From an optimization exercise on the open Yosys and OpenROAD flow, aimed at small area and few clock cycles per item; shortcuts taken in it are not production practice.
In this exercise RTL edits were held to simulation tests only and were not proved equivalent to the original.
Power is estimated from default activity; no workload was simulated.

--- design/flow/flow/run.sh ---
#!/bin/bash
# Standard layout; the port buffers are the smallest buffer cell instead of
# clkdlybuf4s50_1. Each tool's output goes to standard.log.
export BUFFER_PORTS_ARGS="-buffer_cell sky130_fd_sc_hd__buf_1"
bash standard.sh > standard.log 2>&1
--- design/flow/config.mk ---
export PLATFORM = sky130hd
export DESIGN_NAME = Task1B
export DESIGN_NICKNAME = Task1B
export VERILOG_FILES = /design/flow/design.v
export SDC_FILE = /design/flow/constraint.sdc
export NUM_CORES = 4
export LEC_CHECK = 0
export CAP_MARGIN = 20
export CORE_MARGIN = 2
export CORE_UTILIZATION = 70
export CTS_BUF_LIST = sky130_fd_sc_hd__clkbuf_8
export CTS_CLUSTER_DIAMETER = 50
export CTS_CLUSTER_SIZE = 18
export PLACE_DENSITY = 0.8
export SLEW_MARGIN = 20
--- design/flow/standard.sh ---
#!/bin/bash
# synth_recipe.tcl (not shown) runs the flow's synth.tcl, then flattens the netlist and writes it again
# the make line also repeats each setting of config.mk as NAME=value (left out here)
make -C /OpenROAD-flow-scripts/flow DESIGN_CONFIG=/design/flow/config.mk WORK_HOME=/design/flow/orfs CLKGATE_MAP_FILE= SYNTH_SCRIPT=/design/flow/synth_recipe.tcl "${@:-finish}"
--- design/flow/design.v ---
module CRC8(
  input  [7:0] crc_in,
  input  [7:0] data,
  output [7:0] crc_out );
  function [7:0] step;
    input [7:0] c;
    input [7:0] b;
    integer k;
    reg [7:0] r;
    begin
      r = c;
      for (k = 7; k >= 0; k = k - 1)
        r = {r[6:0], 1'b0} ^ ((b[k] ^ r[7]) ? 8'h07 : 8'h00);
      step = r;
    end
  endfunction
  assign crc_out = step(crc_in, data);
endmodule
module FIFO(
  input        clk,
  input        reset,
  input  [7:0] dataIn,
  input        we,           
  input        re,           
  output       wready,       
  output       rready,       
  output [7:0] dataOut );
  reg [2047:0] ring;
  reg [7:0]    tpos;
  reg [7:0]    hpos;
  reg          wlast;
  wire same  = (tpos == hpos);
  wire full  = same && wlast;
  wire empty = same && !wlast;
  assign wready = (tpos[3:0] == 4'd15) && !full;
  assign rready = (hpos[4:0] == 5'd0) && !empty;
  wire doWrite = we && wready;
  wire doRead  = re && rready;
  wire [7:0] rport [0:7];
  genvar k;
  generate
    for (k = 0; k < 8; k = k + 1) begin : rp
      assign rport[k] = ring[256*k +: 8];
    end
    for (k = 0; k < 256; k = k + 1) begin : st
      if (k % 32 == 0) begin : wpe
        always @(posedge clk)
          ring[8*k +: 8] <= ~((doWrite && tpos[7:4] == (k+255)%256/16) ? ~dataIn : ring[8*((k+255)%256) +: 8]);
      end else if (k % 16 == 0) begin : wpo
        always @(posedge clk)
          ring[8*k +: 8] <= ~((doWrite && tpos[7:4] == (k+255)%256/16) ? dataIn : ring[8*((k+255)%256) +: 8]);
      end else begin : sh
        always @(posedge clk)
          ring[8*k +: 8] <= ring[8*(k-1) +: 8];
      end
    end
  endgenerate
  assign dataOut = rport[hpos[7:5]];
  always @(posedge clk) begin
    if (reset) begin
      tpos  <= 8'd0;
      hpos  <= 8'd0;
      wlast <= 1'b0;
    end else begin
      tpos  <= tpos + {7'd0, !doWrite};
      hpos  <= hpos + {7'd0, !doRead};
      if (doWrite != doRead) wlast <= doWrite;
    end
  end
endmodule
module Task1B(
  input clk,
  input reset,
  input t0,
  input t1,
  input t2,
  input t3,
  input t4,
  input t5,
  input t6,
  input t7,
  input tsent,
  output reg trecieve,
  output reg tx,
  output reg [7:0] crc );
  wire [7:0] din = {t0, t1, t2, t3, t4, t5, t6, t7};
  wire       wready, rready;
  wire [7:0] fifoOut;
  wire [7:0] crcNext;
  wire accept = tsent && !trecieve && wready;
  always @(posedge clk) begin
    if (reset) begin
      trecieve <= 1'b0;
      crc      <= 8'd0;
    end else begin
      if (accept) begin
        trecieve <= 1'b1;
        crc      <= crcNext;
      end else if (!tsent) begin
        trecieve <= 1'b0;
      end
    end
  end
  CRC8 crc8(.crc_in(crc), .data(din), .crc_out(crcNext));
  reg  [2:0] sub;         
  reg        busy;        
  reg  [3:0] bitn;        
  reg        loaded;      
  reg  [7:0] sh;
  reg        par;
  wire       tick = (sub == 3'd7);
  wire       load = !loaded && (!busy || bitn[3] || (bitn == 4'd7 && tick)) && rready;
  wire       start = tick && loaded && (!busy || bitn == 4'd11);
  always @(posedge clk) begin
    if (reset) begin
      sub    <= 3'd0;
      busy   <= 1'b0;
      bitn   <= 4'd0;
      loaded <= 1'b0;
      tx     <= 1'b1;
    end else begin
      sub <= sub + 3'd1;
      if (load) begin
        sh     <= fifoOut;
        loaded <= 1'b1;
      end
      if (start) begin
        busy   <= 1'b1;
        bitn   <= 4'd0;
        loaded <= 1'b0;
        tx     <= 1'b0;
      end else if (tick && busy) begin
        bitn <= bitn + 4'd1;
        if (bitn == 4'd11) begin
          busy <= 1'b0;
        end else if (bitn[3]) begin
          tx <= (bitn == 4'd8) ? par : 1'b1;
        end else begin
          tx  <= sh[0];
          par <= (bitn == 4'd0 ? 1'b0 : par) ^ sh[0];
          if (!load) sh <= {1'b0, sh[7:1]};
        end
      end
    end
  end
  FIFO fo(
    .clk(clk), .reset(reset),
    .dataIn(din), .we(tsent && !trecieve), .re(load),
    .wready(wready), .rready(rready), .dataOut(fifoOut));
endmodule
--- design/flow/constraint.sdc ---
create_clock -name core_clock -period 8.0 [get_ports {clk}]
set_input_delay 1.6000 -clock core_clock [delete_from_list [all_inputs] [get_ports {clk}]]
set_output_delay 1.6000 -clock core_clock [all_outputs]
set_load 0.01 [all_outputs]
==> impl_metrics.toml, run 1 <==
[setup_path]
path_class = "reg2reg"
worstPathMaxFanout = 12
ff2ff_setup_slack_ns = 4.91
timing.rr.end = "fo.hpos[6]"
worstReg2RegStart = "sub[0]"
critPathLaunchType = "flip-flop"
cp.required_ns = 8.68
crit_arrival_ns = 3.76
end_kind = "flip-flop"
ff2ff_path_depth = 11

[yosys]
synth.distinct_cells = 49
syn_inst = 2541
synth_top_area_share = 0.916
synth_common_cells = "dfxtp_1 (2084), mux2i_1 (148), nor2_1 (36), xnor2_1 (22), inv_1 (21)"
syn_nets = 2560
synth_seq_cells = 2093
synth_edf_count = 9
synth_most_common_cell = "dfxtp_1"
ys_warn_count = 3
synth_flop_cell = "dfxtp_1"
synth_area_leaders = "dfxtp_1 (92%), mux2i_1 (3.3%), edfxtp_1 (0.59%)"
yosysTopAreaCell = "dfxtp_1"
seq_area_frac_synth = 0.922
avgSynthCellArea_sq_um = 17.9
synth_area_sq_mm = 0.0455
synthArstFlopShare = 0

[worst_hold_path]
hold-path-endpoint = "fo.ring[741]"
min_path_type = "reg2reg"
whs_path_depth = 0
hp-start = "fo.ring[733]"

[power]
seq_power_share = 0.682
leakagePower_nw = 20.2
powerDensity_mw_per_mm2 = 314
total_power_mw = 15.4
p_int_mw = 12.3
p_clk_frac = 0.308
p_sw_mw = 3.07
comb_power_share = 0.010
p_sw_frac = 0.200
peakVddDrop_uv = 229

[floorplan]
die_w_um = 259
start_util = 0.707
rows = 93
io_pins = 21
die_area_sq_mm = 0.0671
coreArea_sq_mm = 0.0643
die_h_um = 259

[timing]
timing_worst_slew_pin_value_ns = 0.876
timing.fmax_mhz = 324
hold_ws_ns = 0.304
timing.final.crit_period_ns = 3.09
tns_ns = 0
slew_violations = 0
rsz0062_at_grt = "no"
slew_headroom = 0.416
setup_viol = 0
layout_worst_path_cycle_share = 0.386
final-hold-violation-count = 0
finClkSkew_ns = 0.0299
worst_slack_ns = 4.91

[run_status]
outcome = "no timing/DRC/antenna violations"

[route]
firstDrtPassIters = 5
drt_iter0_drc = 865
post_drt_wl_per_cell_um = 19.6
drc = 0
routed-via-count = 16853
vias_per_cell = 4.72
drt_wl_total_um = 70100
ant_nets = 0

[clock_tree]
cts_buffers = 138
cts_resized = 0
cts.sinks = 2093
cts_root_buf = "clkbuf_8"
cts_tree = "built"
post_cts_buffers = 0
h-tree-depth = 4
clkLatencyLatePin_ns = 0.81
clk_pin_slew_ns = 0.11
clockBufferDepth = 3
postCtsHoldBufs = 0

[placement]
dp_hpwl_um = 41900
post-place-ws_ns = 3.70
place_congestion = 0.831
portBuffers = 20

[global_routing]
grt_pass1_vias = 18101
grt_usage = 0.216
grt_max_degree = 33
grt_pass1_wl_um = 106000
antenna_found_initial = 12
grt_overflow = 0

[job]
cap_violations = 0

[cells_and_area]
layout.nets = 2699
drive_gt1_frac = 0.0738
n_fill_cell = 3182
syn_to_final_growth_pct = 7.34
## critical path, cell delays in order (launching register included)
cell      delay (ns)
dfxtp_1         0.33
ha_1            0.20
ha_1            0.27
and3_1          0.22
o311ai_0        0.46
a31o_2          0.48
ha_1            0.27
ha_1            0.20
and3_1          0.22
nand3_1         0.10
xor2_1          0.16
nor2_1          0.06
## worst max path at each step
stage,startpoint,endpoint,slack [ns],cells past startpoint
after global placement,tsent,fo.tpos[6],3.83,10
after detailed placement,tsent,fo.tpos[4],3.70,10
after floorplan,t6,crc[2],4.99,6
after global routing,sub[0],fo.hpos[6],4.64,11
after CTS,tsent,fo.tpos[4],4.57,10
final,sub[0],fo.hpos[6],4.91,11
## power groups by stage
stage	combinational (mW)	clock [mW]	sequential, mW
2_1_floorplan	0.115	0	10.7
3_3_place_gp	0.147	0	10.7
3_5_place_dp	0.154	0	10.7
4_1_cts	0.156	4.82	10.5
5_1_grt	0.170	5.18	10.5
6_report	0.156	4.73	10.5
## cells by family after synthesis
family / count (synthesis) / share of synthesized area
flops: 2093 / 0.922
mux: 148 / 0.0325
simple gates: 126 / 0.0172
compound gates: 67 / 0.0105
buf+inv: 55 / 0.00610
xor+xnor: 44 / 0.00910
fa+ha+maj: 8 / 0.00220
## area by class of cell
class	instances	area, sq um	share of cell area
Clock inverter	28	297	0.00607
Inverter	23	86.3	0.00177
Timing Repair Buffer	31	178	0.00364
Tap cell	855	1070	0.0219
Multi-Input combinational cell	393	3260	0.0668
Antenna cell	5	12.5	0.000256
Sequential cell	2093	42000	0.859
Clock buffer	143	1970	0.0403
## layout by cell type (no fill, tap or decap), types with 6 or more instances in the layout
| cell | netlist | layout |
|---|---|---|
| nand3_4 | 8 | 8 |
| nand2b_1 | 6 | 6 |
| clkbuf_8 | 0 | 143 |
| a21oi_1 | 16 | 16 |
| a22o_1 | 6 | 6 |
| buf_4 | 0 | 10 |
| ha_1 | 8 | 8 |
| o21ai_0 | 11 | 11 |
| a221oi_1 | 7 | 7 |
| buf_1 | 1 | 20 |
| inv_1 | 21 | 28 |
| nand3_1 | 13 | 13 |
| nor2_1 | 36 | 36 |
| xnor2_1 | 22 | 22 |
| nand2_1 | 19 | 19 |
| xor2_1 | 20 | 20 |
| clkinvlp_4 | 0 | 8 |
| dfxtp_1 | 2084 | 2084 |
| nor2b_1 | 16 | 16 |
| edfxtp_1 | 9 | 9 |
| mux2i_1 | 148 | 148 |
## stage by stage
step,area [sq um],cells,util
global placement,46600,3394,0.724
floorplan,45500,2541,-
global route,48900,3568,0.759
finish,48900,3571,0.759
CTS,48800,3565,0.759
detailed placement,46600,3394,0.724
## registers in the layout, summed over array words and instances (netlist names)
name	cells
sub	3
fo.hpos	8
fo.tpos	8
tx	1
sh	8
trecieve	1
bitn	4
loaded	1
par	1
crc	8
busy	1
fo.wlast	1
fo.ring	2048
## routing by layer
metal | vias to the layer above | track usage | routed length [um]
met5 | - | 0 | 46
met2 | 305 | 0.365 | 34800
met3 | 118 | 0.0436 | 2590
met1 | 8142 | 0.277 | 31000
li1 | 8284 | - | -
met4 | 4 | 0.0801 | 1650
Testbench counts, summed over its fixed seeds: cycles 460,976, bytes 4,800.
==> inputs of run 2 (changes only) <==
--- a/design/flow/design.v
+++ b/design/flow/design.v
@@ -103,19 +103,17 @@
   end
   CRC8 crc8(.crc_in(crc), .data(din), .crc_out(crcNext));
   reg  [2:0] sub;         
-  reg        busy;        
-  reg  [3:0] bitn;        
+  reg  [3:0] bitn;
   reg        loaded;      
   reg  [7:0] sh;
   reg        par;
   wire       tick = (sub == 3'd7);
-  wire       load = !loaded && (!busy || bitn[3] || (bitn == 4'd7 && tick)) && rready;
-  wire       start = tick && loaded && (!busy || bitn == 4'd11);
+  wire       load = !loaded && (bitn[3] || (bitn == 4'd7 && tick)) && rready;
+  wire       start = tick && loaded && bitn == 4'd11;
   always @(posedge clk) begin
     if (reset) begin
       sub    <= 3'd0;
-      busy   <= 1'b0;
-      bitn   <= 4'd0;
+      bitn   <= 4'd11;
       loaded <= 1'b0;
       tx     <= 1'b1;
     end else begin
@@ -125,20 +123,17 @@
         loaded <= 1'b1;
       end
       if (start) begin
-        busy   <= 1'b1;
         bitn   <= 4'd0;
         loaded <= 1'b0;
         tx     <= 1'b0;
-      end else if (tick && busy) begin
+        par    <= 1'b0;
+      end else if (tick && bitn != 4'd11) begin
         bitn <= bitn + 4'd1;
-        if (bitn == 4'd11) begin
-          busy <= 1'b0;
-        end else if (bitn[3]) begin
+        if (bitn[3]) begin
           tx <= (bitn == 4'd8) ? par : 1'b1;
         end else begin
-          tx  <= sh[0];
-          par <= (bitn == 4'd0 ? 1'b0 : par) ^ sh[0];
-          if (!load) sh <= {1'b0, sh[7:1]};
+          tx  <= sh[bitn[2:0]];
+          par <= par ^ sh[bitn[2:0]];
         end
       end
     end
==> design/flow/run.sh (new file) <==
#!/bin/bash
# synth_recipe.tcl (not shown) runs the flow's synth.tcl, then flattens the netlist and writes it again
# the make line also repeats each setting of config.mk as NAME=value (left out here)
make -C /OpenROAD-flow-scripts/flow DESIGN_CONFIG=/design/flow/config.mk WORK_HOME=/design/flow/orfs CLKGATE_MAP_FILE= SYNTH_SCRIPT=/design/flow/synth_recipe.tcl finish
--- a/design/flow/config.mk
+++ b/design/flow/config.mk
@@ -11,5 +11,5 @@
 export CTS_BUF_LIST = sky130_fd_sc_hd__clkbuf_8
 export CTS_CLUSTER_DIAMETER = 50
 export CTS_CLUSTER_SIZE = 18
-export PLACE_DENSITY = 0.8
+export PLACE_DENSITY = 0.9
 export SLEW_MARGIN = 20
removed: design/flow/flow/run.sh
removed: design/flow/standard.sh
==> run 2 against run 1 <==
Still clean. Power decreased by 1.4%. Wire length increased by 7.8%. Clock-buffer cell count decreased by 3. Cell count increased by 0.59%. Critical endpoint is now tx. Largest power group unchanged.
==> impl_metrics.toml, run 2 <==
[timing]
timing.final.crit_period_ns = 3.43
timing.fmax_mhz = 292
layout_worst_path_cycle_share = 0.429
final-hold-violation-count = 0
timing_worst_slew_pin_value_ns = 1.16
setup_viol = 0
slew_violations = 0
rsz0062_at_grt = "no"
tns_ns = 0
finClkSkew_ns = 0.0250
slew_headroom = 0.227

[cells_and_area]
largest_register_ff_count = 2048
top_register = "fo.ring"
syn_to_final_growth_pct = 7.40
layout.nets = 2724
final_common_cell = "dfxtp_1"
layout_common_cells = "dfxtp_1 (2083), clkbuf_8 (140), nor2_1 (84)"
drive_gt1_frac = 0.0735
post-route-util = 0.758
multi_input_area_sq_mm = 0.00315
n_fill_cell = 3135
area.sequential_sq_mm = 0.0420
final_cells = 3592

[power]
leakagePower_nw = 19.5
peakVddDrop_uv = 222
p_sw_mw = 3.04
powerDensity_mw_per_mm2 = 311
p_sw_frac = 0.201
seq_power_share = 0.689
p_int_mw = 12.1
comb_power_share = 0.009
p_clk_frac = 0.303

[floorplan]
die_area_sq_mm = 0.0668
rows = 93
io_pins = 21
coreArea_sq_mm = 0.0642
die_h_um = 259
start_util = 0.706
die_w_um = 259

[global_routing]
grt_max_degree = 38
grt_pass1_wl_um = 111000
grt_pass1_vias = 18502
antenna_found_initial = 9
grt_overflow = 0
grt_usage = 0.232

[yosys]
synth_area_leaders = "dfxtp_1 (92%), mux2i_1 (1.8%), a21oi_1 (0.73%)"
synth_edf_count = 9
synth.distinct_cells = 50
ys_warn_count = 3
syn_inst = 2581
synth_top_area_share = 0.920
synth_flop_cell = "dfxtp_1"
synthArstFlopShare = 0
avgSynthCellArea_sq_um = 17.6
seq_area_frac_synth = 0.926
yosysTopAreaCell = "dfxtp_1"
syn_nets = 2600
synth_most_common_cell = "dfxtp_1"
synth_area_sq_mm = 0.0453
synth_common_cells = "dfxtp_1 (2083), nor2_1 (84), mux2i_1 (82), a21oi_1 (66)"
synth_seq_cells = 2092

[clock_tree]
h-tree-depth = 4
cts_resized = 0
post_cts_buffers = 0
cts.sinks = 2092
clk_pin_slew_ns = 0.10
cts_buffers = 138
cts_tree = "built"
postCtsHoldBufs = 0
clkLatencyLatePin_ns = 0.80
cts_root_buf = "clkbuf_8"
clockBufferDepth = 3

[setup_path]
crit_path_end = "tx"
critPathLaunchType = "flip-flop"
timing.rr.end = "fo.ring[1156]"
crit_buf_inv = 1
crit_slowest_cell = "clkdlybuf4s50_1"
critPathTopFamily = "buffers and inverters"
crit_chain = "clkdlybuf4s50_1"
ff2ff_path_depth = 6
cp.required_ns = 6.40
path_depth = 1
ff2ff_setup_slack_ns = 4.90
worstPathMaxFanout = 2
worstReg2RegStart = "fo.hpos[5]"
critPathLaunch = "tx"
end_kind = "output port"
crit_arrival_ns = 1.83
cpPeakStageDelay_ns = 0.58
path_class = "reg2out"

[route]
routed-via-count = 17458
drt_wl_total_um = 75500
drc = 0
ant_nets = 0
vias_per_cell = 4.86
drt_iter0_drc = 1049
post_drt_wl_per_cell_um = 21.0
firstDrtPassIters = 6

[placement]
dp_hpwl_um = 50700
place_congestion = 0.927
portBuffers = 20
dpl.cell_count = 3420

[worst_hold_path]
min_path_type = "reg2reg"

[run_status]
outcome = "no timing/DRC/antenna violations"

[job]
cap_violations = 0
## run 2: cell count changes after synthesis, sizes merged, moves of 10 or more
cell and change:
mux2i -66, a21oi +50, nor2 +48, clkbuf +16, nand3 -16, or3 +12
xor2 -10
## run 2: power by group through the flow
| stage | Combinational (mW) | Clock [mW] | Sequential [mW] |
|---|---|---|---|
| 2_1_floorplan | 0.0838 | 0 | 10.7 |
| 3_3_place_gp | 0.115 | 0 | 10.7 |
| 3_5_place_dp | 0.124 | 0 | 10.7 |
| 4_1_cts | 0.126 | 4.66 | 10.4 |
| 5_1_grt | 0.138 | 5.02 | 10.4 |
| 6_report | 0.129 | 4.58 | 10.4 |
## run 2: layout make-up
cell class,count,area share
Clock inverter,28,0.00506
Clock buffer,140,0.0396
Sequential cell,2092,0.862
Multi-Input combinational cell,427,0.0646
Timing Repair Buffer,28,0.00524
Antenna cell,4,0.000206
Inverter,18,0.00149
Tap cell,855,0.0220
## run 2: kinds of logic (layout without fill, tap and decap cells)
family,Yosys count,in the layout,share of synthesized area
AO/OA/AOI/OAI,115,115,0.0158
buffers and inverters,62,214,0.00593
adder cells (fa/ha/maj),8,8,0.00221
AND/OR/NAND/NOR,170,170,0.0199
XOR/XNOR,41,41,0.00822
flip-flops,2092,2092,0.926
other,0,4,0
multiplexers,93,93,0.0223
## run 2: metrics by stage
step / hold WS [ns] / area (sq um) / total power [mW] / worst slack, ns
2_1_floorplan: 0.310 / 45300 / 10.8 / 4.63
3_3_place_gp: 0.310 / 46500 / 10.8 / 3.77
3_5_place_dp: 0.312 / 46500 / 10.8 / 3.62
4_1_cts: 0.314 / 48700 / 15.2 / 4.47
5_1_grt: 0.313 / 48700 / 15.6 / 4.52
6_report: 0.316 / 48700 / 15.2 / 4.57
## run 2: metal layers
| layer | routed length, um | track usage | vias up |
|---|---|---|---|
| met1 | 30900 | 0.282 | 8427 |
| met3 | 3570 | 0.0452 | 189 |
| met4 | 2700 | 0.101 | 4 |
| met2 | 38400 | 0.404 | 472 |
| met5 | 30 | 0 | - |
| li1 | - | - | 8366 |
## run 2: worst min path at each step
stage | end | slack (ns) | cells after the start | startpoint
floorplan | fo.ring[1000] | 0.31 | 0 | fo.ring[992]
global placement | fo.ring[567] | 0.31 | 0 | fo.ring[559]
detailed placement | fo.ring[1088] | 0.31 | 0 | fo.ring[1080]
CTS | fo.ring[1911] | 0.31 | 0 | fo.ring[1903]
global route | fo.ring[1440] | 0.31 | 0 | fo.ring[1432]
finish | fo.ring[1048] | 0.32 | 0 | fo.ring[1040]
Testbench counts of run 2, summed over its fixed seeds: cycles 460,976, bytes 4,800.
==> inputs of run 3 (changes only) <==
--- a/design/flow/config.mk
+++ b/design/flow/config.mk
@@ -11,5 +11,5 @@
 export CTS_BUF_LIST = sky130_fd_sc_hd__clkbuf_8
 export CTS_CLUSTER_DIAMETER = 50
 export CTS_CLUSTER_SIZE = 18
-export PLACE_DENSITY = 0.9
+export PLACE_DENSITY = 0.8
 export SLEW_MARGIN = 20
==> run 3 against run 2 <==
Global-route usage shrank 1.8 points. Wire length shrank 8.2%. Still clean on timing, DRC and antenna. Flip-flop and latch count stayed put. Sequential power hardly changed. Synthesized cell count did not move. Largest cell class unchanged. First-iteration DRC count down 7.2%. Via count is 2.2% lower. Sequential share of layout area is essentially flat.
==> impl_metrics.toml, run 3 <==
[timing]
tns_ns = 0
layout_worst_path_cycle_share = 0.439
setup_viol = 0
rsz0062_at_grt = "no"
finClkSkew_ns = 0.0346
timing.final.crit_period_ns = 3.51
hold_ws_ns = 0.309
slew_headroom = 0.300
worst_slack_ns = 4.49
slew_violations = 0
final-hold-violation-count = 0
timing.fmax_mhz = 285
timing_worst_slew_pin_value_ns = 1.03

[floorplan]
rows = 93
coreArea_sq_mm = 0.0642
start_util = 0.706
die_h_um = 259
die_area_sq_mm = 0.0668
io_pins = 21
die_w_um = 259

[placement]
dp_hpwl_um = 45000
place_congestion = 0.890
post-place-ws_ns = 3.50
portBuffers = 20
dpl_cell_area_sq_mm = 0.0465

[cells_and_area]
largest_register_ff_count = 2048
n_fill_cell = 3378
top_register = "fo.ring"
post-route-util = 0.758
layout.nets = 2726
layout_common_cells = "dfxtp_1 (2083), clkbuf_8 (140), nor2_1 (84)"
final_common_cell = "dfxtp_1"
drive_gt1_frac = 0.0703
syn_to_final_growth_pct = 7.35
final_area_sq_mm = 0.0487

[setup_path]
cpPeakStageDelay_ns = 0.76
crit_arrival_ns = 4.21
critPathLaunchType = "input pin"
critPathTopFamily = "simple AND/OR/NAND/NOR gates"
crit_slowest_cell = "nor4_4"
path_class = "in2reg"
cp.required_ns = 8.70
crit_buf_inv = 2
end_kind = "flip-flop"
worstPathMaxFanout = 27
crit_chain = "clkdlybuf4s50_1 -> and4b_1 -> nand2_1 -> a31oi_4 -> inv_6 -> nor4_4 -> mux2i_1"

[route]
drc = 0
drt_wl_total_um = 69400
drt_iter0_drc = 973
firstDrtPassIters = 7
routed-via-count = 17072
vias_per_cell = 4.75
post_drt_wl_per_cell_um = 19.3
ant_nets = 0

[clock_tree]
cts_buffers = 136
clkLatencyLatePin_ns = 0.78
clk_pin_slew_ns = 0.10
cts.sinks = 2092
cts_resized = 0
postCtsHoldBufs = 0
cts_root_buf = "clkbuf_8"
clockBufferDepth = 3
post_cts_buffers = 0
h-tree-depth = 4
cts_tree = "built"

[yosys]
avgSynthCellArea_sq_um = 17.6
syn_nets = 2600
synth_flop_cell = "dfxtp_1"
yosysTopAreaCell = "dfxtp_1"
synth_seq_cells = 2092
synth.distinct_cells = 50
syn_inst = 2581
synth_top_area_share = 0.920
synth_edf_count = 9
synth_area_sq_mm = 0.0453
ys_warn_count = 3
synth_area_leaders = "dfxtp_1 (92%), mux2i_1 (1.8%), a21oi_1 (0.73%)"
synth_common_cells = "dfxtp_1 (2083), nor2_1 (84), mux2i_1 (82), a21oi_1 (66)"
synthArstFlopShare = 0
seq_area_frac_synth = 0.926
synth_most_common_cell = "dfxtp_1"

[worst_hold_path]
min_path_type = "reg2reg"

[global_routing]
use_met1 = 0.280
grt_pass1_wl_um = 103000
grt.met2_usage = 0.349
top_usage_layer = "met2"
grt_max_degree = 38
grt_pass1_vias = 18075
grt_usage = 0.213
antenna_found_initial = 10
grt_overflow = 0
gr-usage-met3 = 0.0428

[power]
peakVddDrop_uv = 263
leakagePower_nw = 19.5
powerDensity_mw_per_mm2 = 310

[run_status]
outcome = "no timing/DRC/antenna violations"

[job]
cap_violations = 0
## run 3: worst paths after layout
path	cells past startpoint	slack, ns	to	start
max	7	4.49	fo.ring[1159]	tsent
min	0	0.31	fo.ring[1148]	fo.ring[1140]
max reg2reg	6	4.94	fo.ring[1159]	fo.hpos[5]
min reg2reg	0	0.31	fo.ring[1148]	fo.ring[1140]
## run 3: worst reg2reg max path, cell delays in order, from the launching register on
cell	delay, ns
dfxtp_1	0.87
xnor2_1	0.20
and4_4	0.24
a31oi_4	0.36
inv_6	0.23
nor4_4	0.77
mux2i_1	0.30
## run 3: per-stage QoR
step,power [mW],std cells
2_1_floorplan,10.8,2581
3_3_place_gp,10.8,3423
3_5_place_dp,10.8,3423
4_1_cts,15.2,3585
5_1_grt,15.6,3588
6_report,15.1,3591
## run 3: logic make-up after synthesis
family / Yosys count / share of synthesized area
muxes: 93 / 0.0223
xor gates and xnor gates: 41 / 0.00822
buffers and inverters: 62 / 0.00593
AOI/OAI and AO/OA: 115 / 0.0158
DFF: 2092 / 0.926
adders and majority gates: 8 / 0.00221
and+or+nand+nor: 170 / 0.0199
## run 3: area by class of cell
class / instances / area, sq um / area share
Sequential cell: 2092 / 42000 / 0.862
Multi-Input combinational cell: 427 / 3130 / 0.0644
Clock buffer: 140 / 1930 / 0.0396
Tap cell: 855 / 1070 / 0.0220
Timing Repair Buffer: 32 / 288 / 0.00591
Clock inverter: 22 / 204 / 0.00419
Inverter: 18 / 72.6 / 0.00149
Antenna cell: 5 / 12.5 / 0.000257
## run 3: power breakdown
group          internal, mW  switching [mW]  total (mW)
Sequential             10.4          0.0129        10.4
Clock                  1.68            2.85        4.53
Combinational        0.0478          0.0795       0.127
## run 3: per-layer routing
| metal | vias to the layer above | share of wire |
|---|---|---|
| met1 | 8190 | 0.44 |
| met5 | - | 0.00014 |
| met2 | 385 | 0.48 |
| met4 | 2 | 0.033 |
| li1 | 8361 | - |
| met3 | 134 | 0.046 |
==> inputs of run 4 (changes only) <==
--- a/design/flow/config.mk
+++ b/design/flow/config.mk
@@ -11,5 +11,7 @@
 export CTS_BUF_LIST = sky130_fd_sc_hd__clkbuf_8
 export CTS_CLUSTER_DIAMETER = 50
 export CTS_CLUSTER_SIZE = 18
+export GPL_ROUTABILITY_DRIVEN = 0
+export GPL_TIMING_DRIVEN = 0
 export PLACE_DENSITY = 0.8
 export SLEW_MARGIN = 20
==> run 4 against run 3 <==
Via count rose by 2.0%. First-iteration DRC count rose by 6.6%. Highest routed layer unchanged. Power barely moved. Synthesized cell count did not move. Worst hold slack improved by 0.0090 ns. Still clean. Fmax fell by 16%. Register-to-register slack got worse by 0.07 ns. Clock skew fell by 0.0075 ns.
==> impl_metrics.toml, run 4 <==
[timing]
timing.fmax_mhz = 240
slew_headroom = 0.235
layout_worst_path_cycle_share = 0.522
timing_worst_slew_pin_value_ns = 1.14
tns_ns = 0
final-hold-violation-count = 0
timing.final.crit_period_ns = 4.17
rsz0062_at_grt = "no"
finClkSkew_ns = 0.0271
slew_violations = 0
setup_viol = 0

[global_routing]
antenna_found_initial = 12
grt_overflow = 0
grt_max_degree = 20
grt_usage = 0.210
grt_pass1_vias = 18211
grt_pass1_wl_um = 104000

[floorplan]
start_util = 0.706
die_w_um = 259
die_h_um = 259
coreArea_sq_mm = 0.0642
io_pins = 21
die_area_sq_mm = 0.0668
rows = 93

[cells_and_area]
n_fill_cell = 3279
top_register = "fo.ring"
final_cells = 3620
final_common_cell = "dfxtp_1"
syn_to_final_growth_pct = 7.43
area.sequential_sq_mm = 0.0420
layout_common_cells = "dfxtp_1 (2083), clkbuf_8 (139), nor2_1 (84)"
layout.nets = 2751
largest_register_ff_count = 2048
multi_input_area_sq_mm = 0.00315
drive_gt1_frac = 0.0728

[yosys]
synth_edf_count = 9
synth_area_leaders = "dfxtp_1 (92%), mux2i_1 (1.8%), a21oi_1 (0.73%)"
yosys.area_share.simple = 0.0199
synth_most_common_cell = "dfxtp_1"
synth_xor_area_frac = 0.00822
ys_warn_count = 3
seq_area_frac_synth = 0.926
synth_top_area_share = 0.920
synthAdderAreaFrac = 0.00221
synth_seq_cells = 2092
synth.distinct_cells = 50
synthMuxAreaShare = 0.0223
synth_compound_area_frac = 0.0158
avgSynthCellArea_sq_um = 17.6
synth_top_family_by_area = "multiplexers"
syn_inst = 2581
syn_nets = 2600
synth_flop_cell = "dfxtp_1"
synthArstFlopShare = 0
yosysTopAreaCell = "dfxtp_1"
synth_area_sq_mm = 0.0453
synth_common_cells = "dfxtp_1 (2083), nor2_1 (84), mux2i_1 (82), a21oi_1 (66)"

[placement]
dpl.cell_count = 3448
dp_hpwl_um = 43700
portBuffers = 11

[job]
cap_violations = 0

[setup_path]
critPathLaunch = "tsent"
critPathLaunchType = "input pin"
worstReg2RegStart = "fo.hpos[4]"
worstPathMaxFanout = 10
cp.required_ns = 8.69
path_class = "in2reg"
ff2ff_setup_slack_ns = 4.87
end_kind = "flip-flop"
crit_arrival_ns = 4.86

[route]
firstDrtPassIters = 10
ant_nets = 0
drc = 0
drt_iter0_drc = 1037
vias_per_cell = 4.81
routed-via-count = 17408
drt_wl_total_um = 68200
post_drt_wl_per_cell_um = 18.8

[power]
leakagePower_nw = 19.5
peakVddDrop_uv = 219
powerDensity_mw_per_mm2 = 310
total_power_mw = 15.1

[worst_hold_path]
hp-start = "fo.ring[1963]"
min_path_type = "reg2reg"

[clock_tree]
cts_tree = "built"
cts_resized = 0
cts_buffers = 136
cts_root_buf = "clkbuf_8"
clockBufferDepth = 3
postCtsHoldBufs = 0
clkLatencyLatePin_ns = 0.79
clk_pin_slew_ns = 0.10
post_cts_buffers = 0
cts.sinks = 2092
h-tree-depth = 4

[run_status]
outcome = "no timing/DRC/antenna violations"
[run 4: cell counts after synthesis]
Identical to the previous run, type by type.
[run 4: routing by layer]
metal	part of all wire	up-vias	track usage
met5	0.00018	-	0
met4	0.047	2	0.112
met3	0.042	184	0.0410
met2	0.48	426	0.342
met1	0.43	8378	0.268
li1	-	8418	-
[run 4: kinds of logic after synthesis]
family	count (synthesis)
muxes	93
AOI/OAI and AO/OA	115
buffers and inverters	62
adders and majority gates	8
xor gates and xnor gates	41
DFF	2092
and+or+nand+nor	170
[run 4: final cells by class]
| cell class | count | share of cell area |
|---|---|---|
| Antenna cell | 4 | 0.000205 |
| Buffer | 44 | 0.00403 |
| Clock buffer | 139 | 0.0393 |
| Clock inverter | 28 | 0.00419 |
| Inverter | 18 | 0.00149 |
| Multi-Input combinational cell | 427 | 0.0646 |
| Sequential cell | 2092 | 0.862 |
| Tap cell | 855 | 0.0220 |
| Timing Repair Buffer | 13 | 0.00257 |
[run 4: power by group]
part	switching [mW]	total [mW]	internal [mW]
clock network	2.91	4.52	1.62
registers	0.0129	10.4	10.4
logic	0.0811	0.125	0.0436
[run 4: path summary, 6_finish.rpt]
kind / end / depth (start not counted)
max: fo.ring[129] / 9
min: fo.ring[1971] / 0
max reg2reg: fo.ring[129] / 8
min reg2reg: fo.ring[1971] / 0
[run 4: per-stage QoR]
| stage | cell area [sq um] | setup WS [ns] | hold WS [ns] | util |
|---|---|---|---|---|
| 2_1_floorplan | 45300 | 4.63 | 0.310 | - |
| 3_3_place_gp | 46500 | 3.17 | 0.310 | 0.724 |
| 3_5_place_dp | 46600 | 3.07 | 0.312 | 0.725 |
| 4_1_cts | 48700 | 3.94 | 0.308 | 0.758 |
| 5_1_grt | 48700 | 3.86 | 0.313 | 0.758 |
| 6_report | 48700 | 3.83 | 0.319 | 0.758 |
[run 4: critical path: stages]
cell             delay (ns)
clkdlybuf4s50_1        0.66
and4b_1                0.28
nand2_1                0.12
a31oi_4                0.41
inv_6                  0.11
buf_6                  0.19
nor4b_1                0.74
buf_2                  0.47
mux2i_1                0.27

-- separate check: timing with driven ports --
No port has a modelled driver above. Below, the same layouts with a new extraction and two added sets of constraints.
Step 1 sets driving cells, clkbuf_16 on the clock port and buf_2 on the other inputs (assumed; they add their load-dependent delay and slew).
Step 2 also shifts input and output timing later by t, the mid clock arrival at the registers, as if the neighbouring blocks saw the same clock.
a / b / c = ideal ports / drivers / drivers and shift; a / b = the first two.
run | t, ns | setup WS [ns] | hold WS [ns] | latest minus earliest clock arrival (ns) | worst slew at a driven data input, ns
run 1 | 0.856 | 4.912 / 4.905 / 4.118 | 0.304 / 0.304 / 0.304 | 0.041 / 0.040 | 0.06
run 2 | 0.851 | 4.571 / 4.512 / 3.782 | 0.316 / 0.316 / 0.316 | 0.037 / 0.037 | 0.04
run 3 | 0.831 | 4.490 / 4.494 / 3.689 | 0.309 / 0.309 / 0.309 | 0.050 / 0.050 | 0.04
run 4 | 0.833 | 3.825 / 3.858 / 3.026 | 0.319 / 0.319 / 0.319 | 0.034 / 0.033 | 0.12
After both steps setup and hold are still met in every run listed. The setup slack of run 3, which loses most, moves by +0.004 ns with the drivers and by -0.801 ns with both steps.
